Background: an optimization exercise with open tools, aiming at small area, a short achievable clock period and few clock cycles. Do not read the settings as production practice.
In this exercise RTL edits were held to simulation tests only and were not proved equivalent to the original.

==> flow/design.v, too long to show whole: its modules and the start of the top module <==
// module geofence: 53 lines
// module cross_sign: 940 lines
module geofence (clk, reset, X, Y, valid, is_inside);
  // ...
==> flow/run.sh <==
#!/bin/bash
# synth_recipe.tcl (not shown) runs the flow's synth.tcl, then flattens the netlist and writes it again
# the make line also repeats each setting of config.mk as NAME=value (left out here)
make -C /OpenROAD-flow-scripts/flow DESIGN_CONFIG=/design/flow/config.mk WORK_HOME=/design/flow/orfs CLKGATE_MAP_FILE= SYNTH_SCRIPT=/design/flow/synth_recipe.tcl finish
==> flow/config.mk <==
export PLATFORM = sky130hd
export DESIGN_NAME = geofence
export DESIGN_NICKNAME = geofence
export VERILOG_FILES = /design/flow/design.v
export SDC_FILE = /design/flow/constraint.sdc
export NUM_CORES = 4
export LEC_CHECK = 0
export CAP_MARGIN = 20
export CORE_MARGIN = 2
export CORE_UTILIZATION = 60
export PLACE_DENSITY = 0.75
export SETUP_SLACK_MARGIN = 5
export SLEW_MARGIN = 20
==> flow/constraint.sdc <==
create_clock -name core_clock -period 10.0 [get_ports {clk}]
set_input_delay 2.0000 -clock core_clock [delete_from_list [all_inputs] [get_ports {clk}]]
set_output_delay 2.0000 -clock core_clock [all_outputs]
set_load 0.01 [all_outputs]
==> flow_summary.toml, run 1 <==
[run_status]
outcome = "complete, no violations"

[min_path]
hp-start = "cnt[0]$_DFF_PP0_"

[place]
pre_cts_slack_ps = 2940
place_area_um2 = 19300

[detailed_routing]
ant_nets = 0
wl_met3_um = 4950

[yosys]
yosys_warnings = 1
netlist_area_um2 = 18600
muxShareOfSynthArea_pct = 0.114
netlist_top_cells_area = "fa_1, edfxtp_1, inv_1"
synth_top_area_share_pct = 43.4
synth_ff_type = "edfxtp_1"
syn_avg_cell_area_um2 = 9.55

[final_layout]
multi_input_area_share_pct = 68.5
final_cell_mix = "inv_1, fa_1, nand2_1"
fin_util_pct = 68.1
largest_class = "multi-input gates"
nets = 2583
stdcell_area_um2 = 20800
nMultiInputCombCells = 1278

[die]
die-area_um2 = 32500
start_util_pct = 60.9
core_area_um2 = 30600

[clock_tree]
clock_latency_ps = 350
htree_levels = 3

[job]
max_cap_violations = 0

[sta]
grt_setup_unrepaired = "yes"
fmax_mhz = 159
hold_violations = 0
Testbench counts, summed over its fixed seeds: cycles 28,800.
==> inputs of run 2 (changes only) <==
==> flow/flow/run.sh (new file) <==
#!/bin/bash
# Standard ORFS layout, with one extra step between synthesis and floorplan:
# flow/polfix.py rewrites the synthesized netlist (same registers, same
# function) to drop the inverters between full adders and to turn half
# adders with an unused output into plain gates.
set -euo pipefail
bash standard.sh synth > synth.log 2>&1
R=orfs/results/${FLOW_PLATFORM}/geofence/base
cp $R/1_2_yosys.v 1_2_yosys.orig.v
python3 flow/polfix.py $R/1_2_yosys.v > polfix.log 2>&1
bash standard.sh finish > finish.log 2>&1
==> flow/flow/polfix.py (new file) <==
#!/usr/bin/env python3
"""Clean up a Yosys gate netlist (sky130hd) without changing its function
or its registers:
  * a half adder whose SUM (COUT) drives nothing becomes an and2 (xor2);
  * full adders are self-dual (inverting all three inputs inverts both
    outputs), so each full adder may be flipped; the flips are chosen by
    local search to need as few inverters as possible, and the inverters
    are then rebuilt, one per net that needs its inverse.
usage: polfix.py netlist.v  (rewritten in place)"""
import re, sys

path = sys.argv[1]
txt = open(path).read()
m = re.search(r'\n\s*sky130_fd_sc_hd__', txt)
head, body = txt[:m.start() + 1], txt[m.start() + 1:]
end = body.rindex('endmodule')
tail = body[end:]
body = body[:end]
cell_re = re.compile(r'\s*(sky130_fd_sc_hd__\w+)\s+(\\\S+ |\S+)\s*\((.*?)\);\s*', re.S)
pin_re = re.compile(r'\.(\w+)\(\s*((?:\\\S+ )|[^()\s]+)\s*\)')
cells = []
pos = 0
while pos < len(body):
    mm = cell_re.match(body, pos)
    if not mm:
        raise SystemExit(f"cannot parse near: {body[pos:pos+200]!r}")
    typ, name, pins = mm.group(1), mm.group(2), mm.group(3)
    cells.append({"type": typ, "name": name, "pins": {p: n.strip() if not n.startswith('\\') else n
                                                      for p, n in pin_re.findall(pins)}})
    pos = mm.end()

ports = set()
mh = re.search(r'module\s+\w+\s*\((.*?)\);', head, re.S)
for p in mh.group(1).split(','):
    ports.add(p.strip())
def is_port(n):
    base = n.split('[')[0].strip()
    return base in ports

OUTS = {"X", "Y", "Q", "Q_N", "SUM", "COUT", "HI", "LO"}
def norm(n):
    return n.strip()

def loads_of():
    ld = {}
    for i, c in enumerate(cells):
        for p, n in c["pins"].items():
            if p not in OUTS:
                ld.setdefault(norm(n), []).append((i, p))
    return ld

# 1. half adders with one output unused
ld = loads_of()
nha = 0
for c in cells:
    if re.fullmatch(r'sky130_fd_sc_hd__ha_\d', c["type"]):
        s, co = c["pins"].get("SUM"), c["pins"].get("COUT")
        if s is not None and norm(s) not in ld and not is_port(s):
            c["type"] = "sky130_fd_sc_hd__and2_1"
            c["pins"] = {"A": c["pins"]["A"], "B": c["pins"]["B"], "X": co}
            nha += 1
        elif co is not None and norm(co) not in ld and not is_port(co):
            c["type"] = "sky130_fd_sc_hd__xor2_1"
            c["pins"] = {"A": c["pins"]["A"], "B": c["pins"]["B"], "X": s}
            nha += 1

# 2. full adder polarity
drv = {}
for i, c in enumerate(cells):
    for p, n in c["pins"].items():
        if p in OUTS:
            drv[norm(n)] = (i, p)
ld = loads_of()
isinv = lambda c: re.fullmatch(r'sky130_fd_sc_hd__inv_\d+', c["type"]) is not None
isfa = lambda c: re.fullmatch(r'sky130_fd_sc_hd__fa_\d+', c["type"]) is not None
removable = set()
for i, c in enumerate(cells):
    if isinv(c) and not is_port(c["pins"]["A"]) and not is_port(c["pins"]["Y"]):
        removable.add(i)
def resolve(n):
    n = norm(n); pol = 0
    seen = 0
    while n in drv and drv[n][0] in removable:
        n = norm(cells[drv[n][0]]["pins"]["A"]); pol ^= 1
        seen += 1
        if seen > 100: raise SystemExit("inverter loop")
    return n, pol
# every load pin of a kept cell, with the root net and polarity it wants
reqs = []     # (cell, pin, root, pol)
for i, c in enumerate(cells):
    if i in removable: continue
    for p, n in c["pins"].items():
        if p in OUTS: continue
        r, pol = resolve(n)
        reqs.append((i, p, r, pol))
before_inv = len(removable)
fa_ids = [i for i, c in enumerate(cells) if isfa(c)]
flip = {i: 0 for i in fa_ids}
by_root = {}
for k, (i, p, r, pol) in enumerate(reqs):
    by_root.setdefault(r, []).append(k)
def root_phys(r):
    d = drv.get(r)
    if d and d[0] in flip: return flip[d[0]]
    return 0
def need(k):
    i, p, r, pol = reqs[k]
    return pol ^ flip.get(i, 0) ^ root_phys(r)
def root_cost(r):
    return 1 if any(need(k) for k in by_root.get(r, [])) else 0
fa_roots = {}
for i in fa_ids:
    rs = set()
    for p in ("A", "B", "CIN"):
        rs.add(resolve(cells[i]["pins"][p])[0])
    for p in ("SUM", "COUT"):
        if p in cells[i]["pins"]: rs.add(norm(cells[i]["pins"][p]))
    fa_roots[i] = rs
total0 = sum(root_cost(r) for r in by_root)
improved = True
it = 0
while improved and it < 50:
    improved = False; it += 1
    for i in fa_ids:
        rs = fa_roots[i]
        b = sum(root_cost(r) for r in rs)
        flip[i] ^= 1
        a = sum(root_cost(r) for r in rs)
        if a < b:
            improved = True
        else:
            flip[i] ^= 1
# simulated annealing on top of the greedy result
import random, math
rng = random.Random(1)
cur = sum(root_cost(r) for r in by_root)
best = cur; best_flip = dict(flip)
T = 2.0
steps = 200000
for st in range(steps):
    i = fa_ids[rng.randrange(len(fa_ids))]
    rs = fa_roots[i]
    b = sum(root_cost(r) for r in rs)
    flip[i] ^= 1
    a = sum(root_cost(r) for r in rs)
    d = a - b
    if d <= 0 or rng.random() < math.exp(-d / T):
        cur += d
        if cur < best:
            best = cur; best_flip = dict(flip)
    else:
        flip[i] ^= 1
    T = max(0.02, 2.0 * (1 - st / steps))
flip.update(best_flip)
total1 = sum(root_cost(r) for r in by_root)
# rebuild
newcells = [c for i, c in enumerate(cells) if i not in removable]
idx_map = {}
j = 0
for i in range(len(cells)):
    if i not in removable:
        idx_map[i] = j; j += 1
invnet = {}
extra_wires = []
for r, ks in by_root.items():
    if any(need(k) for k in ks):
        nn = f"polfix_n{len(invnet)}"
        invnet[r] = nn
        extra_wires.append(nn)
        newcells.append({"type": "sky130_fd_sc_hd__inv_1", "name": f"polfix_inv{len(invnet)}",
                         "pins": {"A": r, "Y": nn}})
for k, (i, p, r, pol) in enumerate(reqs):
    c = newcells[idx_map[i]]
    c["pins"][p] = invnet[r] if need(k) else r
# nets that were only inverter outputs and now float are simply unused wires
def esc(n):
    n = n.strip()
    return n + " " if n.startswith("\\") else n
out = [head.rstrip('\n')]
for w in extra_wires:
    out.append(f"  wire {w};")
for c in newcells:
    pins = ",\n".join(f"    .{p}({esc(n)})" for p, n in c["pins"].items())
    out.append(f"  {c['type']} {c['name']} (\n{pins}\n  );")
out.append(tail)
open(path, "w").write("\n".join(out))
print(f"polfix: {nha} half adders reduced, inverters {before_inv} -> {total0} (merged) -> {total1}, "
      f"{sum(flip.values())} of {len(fa_ids)} full adders flipped, {it} passes")
==> flow/standard.sh (new file) <==
#!/bin/bash
# synth_recipe.tcl (not shown) runs the flow's synth.tcl, then flattens the netlist and writes it again
# the make line also repeats each setting of config.mk as NAME=value (left out here)
make -C /OpenROAD-flow-scripts/flow DESIGN_CONFIG=/design/flow/config.mk WORK_HOME=/design/flow/orfs CLKGATE_MAP_FILE= SYNTH_SCRIPT=/design/flow/synth_recipe.tcl "${@:-finish}"
--- a/flow/config.mk
+++ b/flow/config.mk
@@ -7,7 +7,7 @@
 export LEC_CHECK = 0
 export CAP_MARGIN = 20
 export CORE_MARGIN = 2
-export CORE_UTILIZATION = 60
-export PLACE_DENSITY = 0.75
+export CORE_UTILIZATION = 40
+export PLACE_DENSITY = 0.6
 export SETUP_SLACK_MARGIN = 5
 export SLEW_MARGIN = 20
removed: flow/run.sh
==> flow_summary.toml, run 2 <==
[run_status]
outcome = "complete, no violations"

[min_path]
hp-start = "cnt[0]$_DFF_PP0_"
hp-class = "flip-flop to flip-flop"

[place]
port-buffer-count = 23
dpl.cell_count = 2286
gp_congestion = 0.839
pre_cts_slack_ps = 3020
dp_hpwl_um = 33900

[critical_path]
end_kind = "flip-flop"
crit_type = "flip-flop to flip-flop"
cp.arrival_ps = 6150
crit_start = "LX[3]$_DFFE_PP_"
startpoint_type = "flip-flop"
crit_path_max_fanout = 11
cp.required_ps = 10060
crit_path_max_incr_delay_ps = 560
worst_path_max_delay_cell = "fa_2"
crit_top_cell = "fa_1"
path_cells = "buf_6, and2_4, fa_1, fa_2, fa_1, fa_2, fa_1, fa_1, fa_1, inv_2, ha_4, or4_4, a31oi_4, a2111oi_4, nor3_2, nor2_2, buf_12, a21oi_4, buf_12"
r2r_start = "LX[3]$_DFFE_PP_"

[final_layout]
fin_util_pct = 47.6
diodes = 0
nets = 2377
area_growth_syn_to_layout_pct = 17.0
mostFrequentLayoutCell = "fa_1"
fin_cells = 2440
final_cell_mix = "fa_1, inv_1, and2_1"
drive_above_1_share_pct = 16.0
nFillCells = 3920

[yosys]
yosys_warnings = 1
synth_cells = 1748
netlist_area_um2 = 17600
syn-num-nets = 2275
syn_avg_cell_area_um2 = 10.1

[die]
die-area_um2 = 45700
dieHeight_um = 214
fp-row-count = 76
io_pins = 24
die-width_um = 214
start_util_pct = 40.7
core_area_um2 = 43300

[detailed_routing]
ant_nets = 0
firstDrtPassIters = 5
vias = 12600
wire_per_inst_um = 20.8
finalWirelength_um = 50800
drc = 0
drt_iter0_markers = 830
via_per_inst = 5.18

[sta]
tns_ps = 0
relSlewSlack_pct = 39.1
fin_crit_sh_pct = 60.9
holdWs_ps = 481
setup_ws_ps = 3910
period_needed_ps = 6090
finClkSkew_ps = 14.6
worst_pin_slew_ps = 912
setup_viol = 0
hold_violations = 0
grt_setup_unrepaired = "yes"
drv_slew = 0
fmax_mhz = 164

[grt]
grt_overflow = 0
antenna_found_initial = 1
grt_pass1_vias = 14000
grt_use_total_pct = 23.3
grt_max_degree = 28
grt_pass1_wl_um = 79200

[clock_tree]
htree_levels = 3
cts_sinks = 93
clk_pin_slew_worst_paths_ps = 80
clock_latency_ps = 350
cts_buffer_depth = 2
root_buffer = "clkbuf_16"
cts_tree = "done"
cts_buffers = 9

[job]
max_cap_violations = 0
-- run 2: cell type report --
type / count / area [um2] / share of cell area [%]
Clock buffer: 10 / 229 / 1.11
Clock inverter: 6 / 103 / 0.498
Inverter: 291 / 1090 / 5.31
Multi-Input combinational cell: 1278 / 14100 / 68.4
Sequential cell: 93 / 2580 / 12.5
Tap cell: 585 / 732 / 3.56
Timing Repair Buffer: 177 / 1780 / 8.64
-- run 2: worst paths after layout --
| check | slack [ps] | end | cells after the start |
|---|---|---|---|
| max | 3910 | LX[2]$_DFFE_PP_ | 19 |
| min | 480 | cnt[0]$_DFF_PP0_ | 1 |
| max reg2reg | 3910 | LX[2]$_DFFE_PP_ | 19 |
| min reg2reg | 480 | cnt[0]$_DFF_PP0_ | 1 |
| max in group asynchronous | 7990 | cnt[0]$_DFF_PP0_ | 2 |
| min in group asynchronous | 1840 | cnt[1]$_DFF_PP0_ | 2 |
-- run 2: what timing repair did --
action / CTS / global route
endpoints found under the setup margin: 46 / 46
resized for setup: 109 / 32
hold buffers: 0 / 0
buffers inserted: 92 / 36
pin swaps: 36 / 15
gates cloned: 7 / 3
-- run 2: critical path, delay by kind of cell (launching register included) --
family                     cells  cell delay [ps]
AOI/OAI and AO/OA              3              470
DFF                            1              480
adders and majority gates      8             3440
buffers and inverters          4              520
and+or+nand+nor                4              880
-- run 2: stage by stage --
stage	area, um2
floorplan	17900
global placement	18500
detailed placement	18500
CTS	20100
global route	20600
finish	20600
-- run 2: routing by layer --
metal  GRT usage, %  up-vias  routed length, um
met5              0        -                 18
met4           8.84        2               2170
met3           3.53      143               3530
met2           40.3      544              25100
met1           29.6     6485              19900
li1               -     5455                  -
==> inputs of run 3 (changes only) <==
--- a/flow/flow/polfix.py
+++ b/flow/flow/polfix.py
@@ -64,7 +64,9 @@
             c["pins"] = {"A": c["pins"]["A"], "B": c["pins"]["B"], "X": s}
             nha += 1
 
-# 2. full adder polarity
+# 2. polarity: full adders may be flipped (self-dual); 2-input AND-family
+# gates may flip inputs and/or output (De Morgan, cell swap); XOR-family
+# gates absorb input inversions and may flip their output for free.
 drv = {}
 for i, c in enumerate(cells):
     for p, n in c["pins"].items():
@@ -73,6 +75,15 @@
 ld = loads_of()
 isinv = lambda c: re.fullmatch(r'sky130_fd_sc_hd__inv_\d+', c["type"]) is not None
 isfa = lambda c: re.fullmatch(r'sky130_fd_sc_hd__fa_\d+', c["type"]) is not None
+ANDF = {"sky130_fd_sc_hd__and2_1": (0, 0), "sky130_fd_sc_hd__nand2_1": (0, 1),
+        "sky130_fd_sc_hd__nor2_1": (1, 0), "sky130_fd_sc_hd__or2_1": (1, 1)}
+ANDF_BY = {v: k for k, v in ANDF.items()}
+XORF = {"sky130_fd_sc_hd__xor2_1": 0, "sky130_fd_sc_hd__xnor2_1": 1}
+INV_AREA = 3.7536
+OUTPIN = {"sky130_fd_sc_hd__and2_1": "X", "sky130_fd_sc_hd__or2_1": "X", "sky130_fd_sc_hd__xor2_1": "X",
+          "sky130_fd_sc_hd__nand2_1": "Y", "sky130_fd_sc_hd__nor2_1": "Y", "sky130_fd_sc_hd__xnor2_1": "Y"}
+def andf_area(i1, o1):
+    return 3.7536 if (i1 ^ o1) else 6.256
 removable = set()
 for i, c in enumerate(cells):
     if isinv(c) and not is_port(c["pins"]["A"]) and not is_port(c["pins"]["Y"]):
@@ -85,7 +96,14 @@
         seen += 1
         if seen > 100: raise SystemExit("inverter loop")
     return n, pol
-# every load pin of a kept cell, with the root net and polarity it wants
+kind = {}
+for i, c in enumerate(cells):
+    if i in removable: continue
+    if isfa(c): kind[i] = "fa"
+    elif c["type"] in ANDF and set(c["pins"]) in ({"A", "B", "X"}, {"A", "B", "Y"}): kind[i] = "and"
+    elif c["type"] in XORF and set(c["pins"]) in ({"A", "B", "X"}, {"A", "B", "Y"}): kind[i] = "xor"
+fi = {i: 0 for i in kind}
+fo = {i: 0 for i in kind}
 reqs = []     # (cell, pin, root, pol)
 for i, c in enumerate(cells):
     if i in removable: continue
@@ -94,65 +112,69 @@
         r, pol = resolve(n)
         reqs.append((i, p, r, pol))
 before_inv = len(removable)
-fa_ids = [i for i, c in enumerate(cells) if isfa(c)]
-flip = {i: 0 for i in fa_ids}
 by_root = {}
 for k, (i, p, r, pol) in enumerate(reqs):
     by_root.setdefault(r, []).append(k)
 def root_phys(r):
     d = drv.get(r)
-    if d and d[0] in flip: return flip[d[0]]
+    if d and d[0] in fo: return fo[d[0]]
     return 0
+def mismatch(k):
+    i, p, r, pol = reqs[k]
+    return pol ^ fi.get(i, 0) ^ root_phys(r)
 def need(k):
-    i, p, r, pol = reqs[k]
-    return pol ^ flip.get(i, 0) ^ root_phys(r)
+    if kind.get(reqs[k][0]) == "xor": return 0
+    return mismatch(k)
 def root_cost(r):
-    return 1 if any(need(k) for k in by_root.get(r, [])) else 0
-fa_roots = {}
-for i in fa_ids:
+    return INV_AREA if any(need(k) for k in by_root.get(r, [])) else 0.0
+def cell_cost(i):
+    if kind.get(i) == "and":
+        i0, o0 = ANDF[cells[i]["type"]]
+        return andf_area(i0 ^ fi[i], o0 ^ fo[i])
+    return 0.0
+touch = {}
+for i in kind:
     rs = set()
-    for p in ("A", "B", "CIN"):
-        rs.add(resolve(cells[i]["pins"][p])[0])
-    for p in ("SUM", "COUT"):
-        if p in cells[i]["pins"]: rs.add(norm(cells[i]["pins"][p]))
-    fa_roots[i] = rs
-total0 = sum(root_cost(r) for r in by_root)
-improved = True
-it = 0
-while improved and it < 50:
-    improved = False; it += 1
-    for i in fa_ids:
-        rs = fa_roots[i]
-        b = sum(root_cost(r) for r in rs)
-        flip[i] ^= 1
-        a = sum(root_cost(r) for r in rs)
-        if a < b:
-            improved = True
-        else:
-            flip[i] ^= 1
-# simulated annealing on top of the greedy result
+    for p, n in cells[i]["pins"].items():
+        if p in OUTS: rs.add(norm(n))
+        else: rs.add(resolve(n)[0])
+    touch[i] = rs
+var_ids = list(kind)
+def total():
+    return sum(root_cost(r) for r in by_root) + sum(cell_cost(i) for i in kind)
+cost0 = total()
 import random, math
 rng = random.Random(1)
-cur = sum(root_cost(r) for r in by_root)
-best = cur; best_flip = dict(flip)
-T = 2.0
-steps = 200000
+def move(i, which):
+    if kind[i] == "fa":
+        fi[i] ^= 1; fo[i] ^= 1
+    elif kind[i] == "and":
+        if which == 0: fi[i] ^= 1
+        elif which == 1: fo[i] ^= 1
+        else: fi[i] ^= 1; fo[i] ^= 1
+    else:
+        fo[i] ^= 1
+def local(i):
+    return sum(root_cost(r) for r in touch[i]) + cell_cost(i)
+cur = cost0; best = cur
+best_state = (dict(fi), dict(fo))
+steps = 300000
 for st in range(steps):
-    i = fa_ids[rng.randrange(len(fa_ids))]
-    rs = fa_roots[i]
-    b = sum(root_cost(r) for r in rs)
-    flip[i] ^= 1
-    a = sum(root_cost(r) for r in rs)
+    T = max(0.05, 4.0 * (1 - st / steps))
+    i = var_ids[rng.randrange(len(var_ids))]
+    w = rng.randrange(3)
+    b = local(i)
+    move(i, w)
+    a = local(i)
     d = a - b
     if d <= 0 or rng.random() < math.exp(-d / T):
         cur += d
-        if cur < best:
-            best = cur; best_flip = dict(flip)
-    else:
-        flip[i] ^= 1
-    T = max(0.02, 2.0 * (1 - st / steps))
-flip.update(best_flip)
-total1 = sum(root_cost(r) for r in by_root)
+        if cur < best - 1e-9:
+            best = cur; best_state = (dict(fi), dict(fo))
+    else:
+        move(i, w)
+fi.update(best_state[0]); fo.update(best_state[1])
+cost1 = total()
 # rebuild
 newcells = [c for i, c in enumerate(cells) if i not in removable]
 idx_map = {}
@@ -169,9 +191,33 @@
         extra_wires.append(nn)
         newcells.append({"type": "sky130_fd_sc_hd__inv_1", "name": f"polfix_inv{len(invnet)}",
                          "pins": {"A": r, "Y": nn}})
+xpar = {}
 for k, (i, p, r, pol) in enumerate(reqs):
     c = newcells[idx_map[i]]
-    c["pins"][p] = invnet[r] if need(k) else r
+    if kind.get(i) == "xor":
+        c["pins"][p] = r
+        xpar[i] = xpar.get(i, 0) ^ mismatch(k)
+    else:
+        c["pins"][p] = invnet[r] if need(k) else r
+nswap = 0
+for i, kd in kind.items():
+    c = newcells[idx_map[i]]
+    if kd == "and":
+        i0, o0 = ANDF[c["type"]]
+        t = ANDF_BY[(i0 ^ fi[i], o0 ^ fo[i])]
+    elif kd == "xor":
+        t0 = XORF[c["type"]]
+        t1 = t0 ^ fo[i] ^ xpar.get(i, 0)
+        t = "sky130_fd_sc_hd__xnor2_1" if t1 else "sky130_fd_sc_hd__xor2_1"
+    else:
+        continue
+    if t != c["type"]:
+        nswap += 1
+        onet = c["pins"].get("X", c["pins"].get("Y"))
+        c["pins"] = {"A": c["pins"]["A"], "B": c["pins"]["B"],
+                     OUTPIN[t]: onet}
+        c["type"] = t
+total0 = cost0; total1 = cost1
 # nets that were only inverter outputs and now float are simply unused wires
 def esc(n):
     n = n.strip()
@@ -184,5 +230,5 @@
     out.append(f"  {c['type']} {c['name']} (\n{pins}\n  );")
 out.append(tail)
 open(path, "w").write("\n".join(out))
-print(f"polfix: {nha} half adders reduced, inverters {before_inv} -> {total0} (merged) -> {total1}, "
-      f"{sum(flip.values())} of {len(fa_ids)} full adders flipped, {it} passes")
+print(f"polfix: {nha} half adders reduced, {before_inv} inverters removed, {len(invnet)} rebuilt, "
+      f"{nswap} gates swapped, polarity cost {total0:.1f} -> {total1:.1f} um2")
==> flow_summary.toml, run 3 <==
[place]
pre_cts_slack_ps = 2630
port-buffer-count = 23
dp_hpwl_um = 39700
gp_congestion = 0.953
dpl.cell_count = 2139
place_area_um2 = 17400

[clock_tree]
clk_pin_slew_worst_paths_ps = 80
cts_buffers = 9
cts_tree = "done"
root_buffer = "clkbuf_16"
htree_levels = 3
cts_sinks = 93
cts_buffer_depth = 2
clock_latency_ps = 360

[sta]
setup_ws_ps = 3760
drv_slew = 0
fmax_mhz = 160
relSlewSlack_pct = 36.8
period_needed_ps = 6240
setup_viol = 0
hold_violations = 0
fin_crit_sh_pct = 62.4
holdWs_ps = 487
grt_setup_unrepaired = "yes"
worst_pin_slew_ps = 947
finClkSkew_ps = 16.6
tns_ps = 0

[final_layout]
area_growth_syn_to_layout_pct = 14.7
mostFrequentLayoutCell = "fa_1"
nets = 2252
diodes = 0
fin_util_pct = 46.7
final_cell_mix = "fa_1, nand2_1, nor2_1"
drive_above_1_share_pct = 14.8
fin_cells = 2262
stdcell_area_um2 = 19100

[critical_path]
crit_type = "flip-flop to flip-flop"
crit_path_max_fanout = 6
startpoint_type = "flip-flop"
cp.arrival_ps = 6370
r2r_cells = 21
cp.required_ps = 10130
end_kind = "flip-flop"

[grt]
antenna_found_initial = 0
grt_use_total_pct = 26.5
grt_pass1_vias = 14100
grt_max_degree = 27
grt_overflow = 0
grt_pass1_wl_um = 84400

[min_path]
hold_path_depth = 1
hp-class = "flip-flop to flip-flop"

[die]
fp-row-count = 74
die-width_um = 208
dieHeight_um = 208
die-area_um2 = 43300
start_util_pct = 40.7
io_pins = 24
core_area_um2 = 40900

[detailed_routing]
firstDrtPassIters = 6
drc = 0
finalWirelength_um = 54700
drt_iter0_markers = 1098
vias = 12300
wire_per_inst_um = 24.2
ant_nets = 0
via_per_inst = 5.45

[yosys]
synth_cells = 1661
syn_avg_cell_area_um2 = 10.0
yosys_warnings = 1
netlist_area_um2 = 16700
syn-num-nets = 2188

[run_status]
outcome = "complete, no violations"

[job]
max_cap_violations = 0
## run 3: critical path, stage by stage (launching register included)
cell	delay [ps]
edfxtp_1	470
buf_6	170
inv_2	60
nor2_2	40
fa_1	410
fa_2	600
fa_2	470
fa_2	400
fa_2	350
fa_1	500
fa_1	540
inv_2	60
ha_4	170
nor4_4	350
nand3_2	160
a211oi_4	290
nor4_4	100
mux2_4	370
nor2_4	140
buf_6	140
a21oi_4	60
buf_6	160
## run 3: what timing repair did
item / 4_1_cts / 5_1_grt
pin swaps: 36 / 23
resized for setup: 90 / 46
setup buffers: 87 / 15
endpoints found under the hold margin: 0 / 0
setup endpoints to repair: 46 / 46
hold buffers: 0 / 0
cloned: 5 / 0
## run 3: path summary, 6_finish.rpt
kind | end | slack [ps] | startpoint
max | RX[1]$_DFFE_PP_ | 3760 | RY[7]$_DFFE_PP_
min reg2reg | cnt[0]$_DFF_PP0_ | 490 | cnt[0]$_DFF_PP0_
min | cnt[0]$_DFF_PP0_ | 490 | cnt[0]$_DFF_PP0_
max in group asynchronous | cnt[2]$_DFF_PP0_ | 7980 | reset
max reg2reg | RX[1]$_DFFE_PP_ | 3760 | RY[7]$_DFFE_PP_
min in group asynchronous | cnt[3]$_DFF_PP0_ | 1840 | reset
## run 3: cell type report
class	count	area, um2
Clock buffer	10	229
Clock inverter	6	68.8
Fill cell	3806	21800
Inverter	204	803
Multi-Input combinational cell	1278	13400
Sequential cell	93	2580
Tap cell	532	666
Timing Repair Buffer	139	1340
## run 3: metal layers
layer | share of wire, % | routed length (um) | GRT usage [%]
met1 | 39 | 21200 | 34.1
met2 | 47 | 25600 | 42.8
met3 | 10 | 5460 | 6.87
met4 | 4.5 | 2470 | 10.6
met5 | 0 | 0 | 0

==> separate check: timing with driven ports <==
In the flow no input, the clock included, has a driving cell. The finished layouts below were timed again as built, in two steps.
Step 1, drivers: a clkbuf_16 drives clk and a buf_2 each remaining input, both assumed.
Step 2 times the ports against the registers' clock, not the clock port: input delays grow and output delays shrink by t, the midpoint of the rising clock arrivals with the driver on.
Three values: ideal ports, drivers, drivers and shift; two values: the first two.
| run | shift t [ns] | setup WS [ns] | worst slew at a driven data input, ns |
|---|---|---|---|
| run 1 | 0.391 | 3.703 / 3.703 / 3.703 | 0.03 |
| run 2 | 0.381 | 3.908 / 3.908 / 3.908 | 0.04 |
| run 3 | 0.401 | 3.758 / 3.758 / 3.758 | 0.03 |
After both steps every run listed still meets setup and hold.
